This design comes from an exercise in tuning for small area, a short achievable clock period and few clock cycles per item on the open sky130 flow, not from production work. The RTL was checked by simulation tests, not by an equivalence proof against the original design. Power is estimated from default activity; no workload was simulated.

## job 101
## qoi_compressor
module qoi_compressor (
    input  wire        rstn,
    input  wire        clk,
    output reg         ctrl_ready,
    input  wire        ctrl_start,
    input  wire [15:0] ctrl_width,
    input  wire [15:0] ctrl_height,
    output reg         i_tready,
    input  wire        i_tvalid,
    input  wire        i_tlast,
    input  wire [ 7:0] i_R, i_G, i_B,
    input  wire        o_tready,
    output reg         o_tvalid,
    output reg         o_tlast,
    output reg  [ 3:0] o_tkeep,
    output reg  [31:0] o_tdata
);
Settings: LEC_CHECK=0, CAP_MARGIN=20, CORE_MARGIN=2, CORE_UTILIZATION=40, CTS_BUF_LIST=sky130_fd_sc_hd__clkbuf_8, CTS_CLUSTER_DIAMETER=70, CTS_CLUSTER_SIZE=16, SETUP_SLACK_MARGIN=2.7, SLEW_MARGIN=20; clock period 5.0 ns.
run.sh (not shown) runs the stock make flow with config.mk's settings and CLKGATE_MAP_FILE= SYNTH_SCRIPT=/design/flow/synth_recipe.tcl, a recipe that flattens the netlist after the stock synthesis.
Job 101 completed end to end with timing, DRC and antenna clean.
Testbench counts of job 101, summed over its fixed seeds: cycles 48,927, pixels 48,510.
[inputs] job 102 vs job 101
- a deleted CTS_BUF_LIST that had been sky130_fd_sc_hd__clkbuf_8
- an added TNS_END_PERCENT of 30
Findings:
Job 102: flow completed, timing, DRC and antenna clean
Job 102 against job 101: multi-input combinational cell count essentially unchanged; clock transition time at the flip-flop clock pins of the worst setup and hold paths lower; design area saw an increase; relative slew slack increased by 3.8 points relative to the old numbers; met1 usage in global routing went up by 0.84 points.
Summary — final cell count, job 102 relative to job 101: higher, by 32.
For job 101, the kind of critical path was reg2out, unlike job 102, where it was reg2reg.
[inputs] job 103 vs job 102
- CTS_CLUSTER_SIZE removed (was 16)
- TNS_END_PERCENT removed (was 30)
- CTS_CLUSTER_DIAMETER removed (was 70)
## What came out
In job 103, proportion of cell area occupied by multi-input gates is lower than in job 102.
[compare] base=job 102 new=job 103: logic depth of the worst path, buffers included moved down; share of the synthesized area in compound gates (AO/OA/AOI/OAI) level.
Setup changes, job 103 to job 104
- setting CTS_CLUSTER_DIAMETER to 70 for the first time
- changing CAP_MARGIN from 20 to 5
- changing SLEW_MARGIN from 20 to 5
- setting CTS_CLUSTER_SIZE to 16 for the first time
Notes after the runs:
Of job 104 and job 103, job 104 shows the lower setup slack after layout, with job 103 above it.
Between job 104 and job 103, the post-synthesis sequential element count figures differ only marginally.
Global-route wire length before repair (higher): job 103

========
Setup of try-zinc:
Starting RTL as in the previous note.
## qoi_compressor
module qoi_compressor (
    input  wire        rstn,
    input  wire        clk,
    output reg         ctrl_ready,
    input  wire        ctrl_start,
    input  wire [15:0] ctrl_width,
    input  wire [15:0] ctrl_height,
    output reg         i_tready,
    input  wire        i_tvalid,
    input  wire        i_tlast,
    input  wire [ 7:0] i_R, i_G, i_B,
    input  wire        o_tready,
    output reg         o_tvalid,
    output reg         o_tlast,
    output reg  [ 3:0] o_tkeep,
    output reg  [31:0] o_tdata
);
export LEC_CHECK = 0
export ABC_AREA = 1
export CAP_MARGIN = 20
export CORE_MARGIN = 2
export CORE_UTILIZATION = 40
export CTS_CLUSTER_DIAMETER = 70
export CTS_CLUSTER_SIZE = 16
export SETUP_SLACK_MARGIN = 2.7
export SLEW_MARGIN = 20
create_clock -name core_clock -period 5.0 [get_ports {clk}]
try-zinc reached the end of the flow, and the finished layout is clean on the timing, DRC and antenna checks.
Testbench counts of try-zinc, summed over its fixed seeds: cycles 48,927, pixels 48,510.
Setup changes, try-zinc to try-violet
Settings: clearing ABC_AREA, which used to be 1; swapping 16 for 26 in CTS_CLUSTER_SIZE; swapping 70 for 75 in CTS_CLUSTER_DIAMETER.
--- outcome ---
Comparing relative slew slack for try-violet and try-zinc, the smaller number came from try-zinc. try-violet vs try-zinc — fraction of standard cell area that is sequential rose 3.0 points. Sequential element share of the synthesized area on try-violet is up relative to try-zinc.
### try-violet -> try-pepper
Settings: a change of CTS_CLUSTER_SIZE from 26 to 16; a change of CTS_CLUSTER_DIAMETER from 75 to 70; a change of CORE_UTILIZATION from 40 to 45.
Notes after the runs:
try-pepper vs try-violet: combinational share of power up in try-pepper. Re clock buffer instance count of the final layout: try-pepper is 91 up on try-violet. Diff try-violet -> try-pepper | area of the die | decrease of about 11%. Compared with try-violet, in try-pepper leakage component of the power now larger, post-route clock period utilization increased by 1.3 points relative to the old numbers.

========
Another version of the RTL of qoi_compressor (not shown whole).
Size: about 3,900 cells after synthesis, about 1,600 flip-flops, about 100 I/O pins, roughly 62,000 sq um of cells after synthesis.
export LEC_CHECK = 0
export CAP_MARGIN = 20
export CORE_MARGIN = 2
export CORE_UTILIZATION = 40
export CTS_CLUSTER_DIAMETER = 50
export CTS_CLUSTER_SIZE = 30
export SETUP_SLACK_MARGIN = 2.5
export SLEW_MARGIN = 20
create_clock -name core_clock -period 5.0 [get_ports {clk}]
Testbench counts at the start, summed over its fixed seeds: cycles 48,927, pixels 48,510.
Edit:
Settings changed: CTS_CLUSTER_DIAMETER 50 to unset, CTS_CLUSTER_SIZE 30 to unset, SETUP_SLACK_MARGIN 2.5 to 2.6.
What happened: The changed run went through all stages and came out clean; power is higher by a few percent; worst hold slack loses 0.0038 ns; global-route usage is higher by 0.55 points; setup slack gains 0.027 ns.
Edit:
Settings changed: CORE_UTILIZATION 40 to 50.
After rerunning:
- The new run completed without violations
- maximum frequency climbs slightly
- die area drops by about a fifth
- total power barely changes
- area after synthesis does not change
- final area drops slightly
- sequential power stays flat
- hold slack improved by 0.0071 ns
- setup slack improved by 0.025 ns
Edit:
Settings changed: CORE_UTILIZATION 50 to 40, SETUP_SLACK_MARGIN 2.6 to 2.8.
Outcome: The new run finished with timing, DRC and antenna clean. First-iteration DRC count falls by 5.4%. Total power came out higher by 7.4%. Worst hold slack gets worse by 0.0056 ns. Worst setup slack got worse by 0.021 ns. Final area increases by 5.9%. Core utilization fell by 9.0 points. Synthesized area does not change. Routed wire length came out higher by 6.3%. Clock-buffer cell count drops by 2. Register-to-register slack is worse by 0.04 ns. Flip-flop and latch count is unchanged.

==> port drivers added, routing unchanged <==
The results above use ideal ports. As a check the final layouts listed here were re-extracted and re-timed, cells and wires unchanged.
Step 1 assumes that a clkbuf_16 drives the clock port and a buf_2 every other input.
Step 2 moves the port delays by t, midway between the first and last clock arrival at a register: inputs arrive t later, outputs are due t later. That takes back most of the time a late clock gives input paths.
Slacks: no drivers / after step 1 / after step 2; pairs: no drivers / after step 1.
run	t, ns	setup WS [ns]	latest minus earliest clock arrival (ns)	worst data-port slew with drivers (ns)
job 101	0.942	2.527 / 2.453 / 1.805	0.065 / 0.065	0.06
job 102	0.844	2.509 / 2.509 / 1.941	0.081 / 0.081	0.07
job 103	0.883	2.626 / 2.538 / 1.881	0.060 / 0.060	0.06
job 104	0.851	2.557 / 2.557 / 1.927	0.062 / 0.061	0.06
try-zinc	0.830	2.642 / 2.618 / 1.933	0.053 / 0.053	0.06
try-violet	0.827	2.648 / 2.564 / 1.937	0.073 / 0.074	0.06
try-pepper	0.851	2.584 / 2.506 / 1.942	0.078 / 0.078	0.06
the first run of note 3	0.886	2.474 / 2.392 / 1.694	0.048 / 0.048	0.08
the second run of note 3	0.873	2.501 / 2.419 / 1.791	0.063 / 0.063	0.09
the third run of note 3	0.877	2.526 / 2.449 / 1.775	0.045 / 0.045	0.07
the fourth run of note 3	0.875	2.505 / 2.431 / 1.784	0.072 / 0.073	0.08
After both steps setup and hold are still met in every run listed. The setup slack of the first run of note 3, which loses most, moves by -0.082 ns with the drivers and by -0.780 ns with both steps.
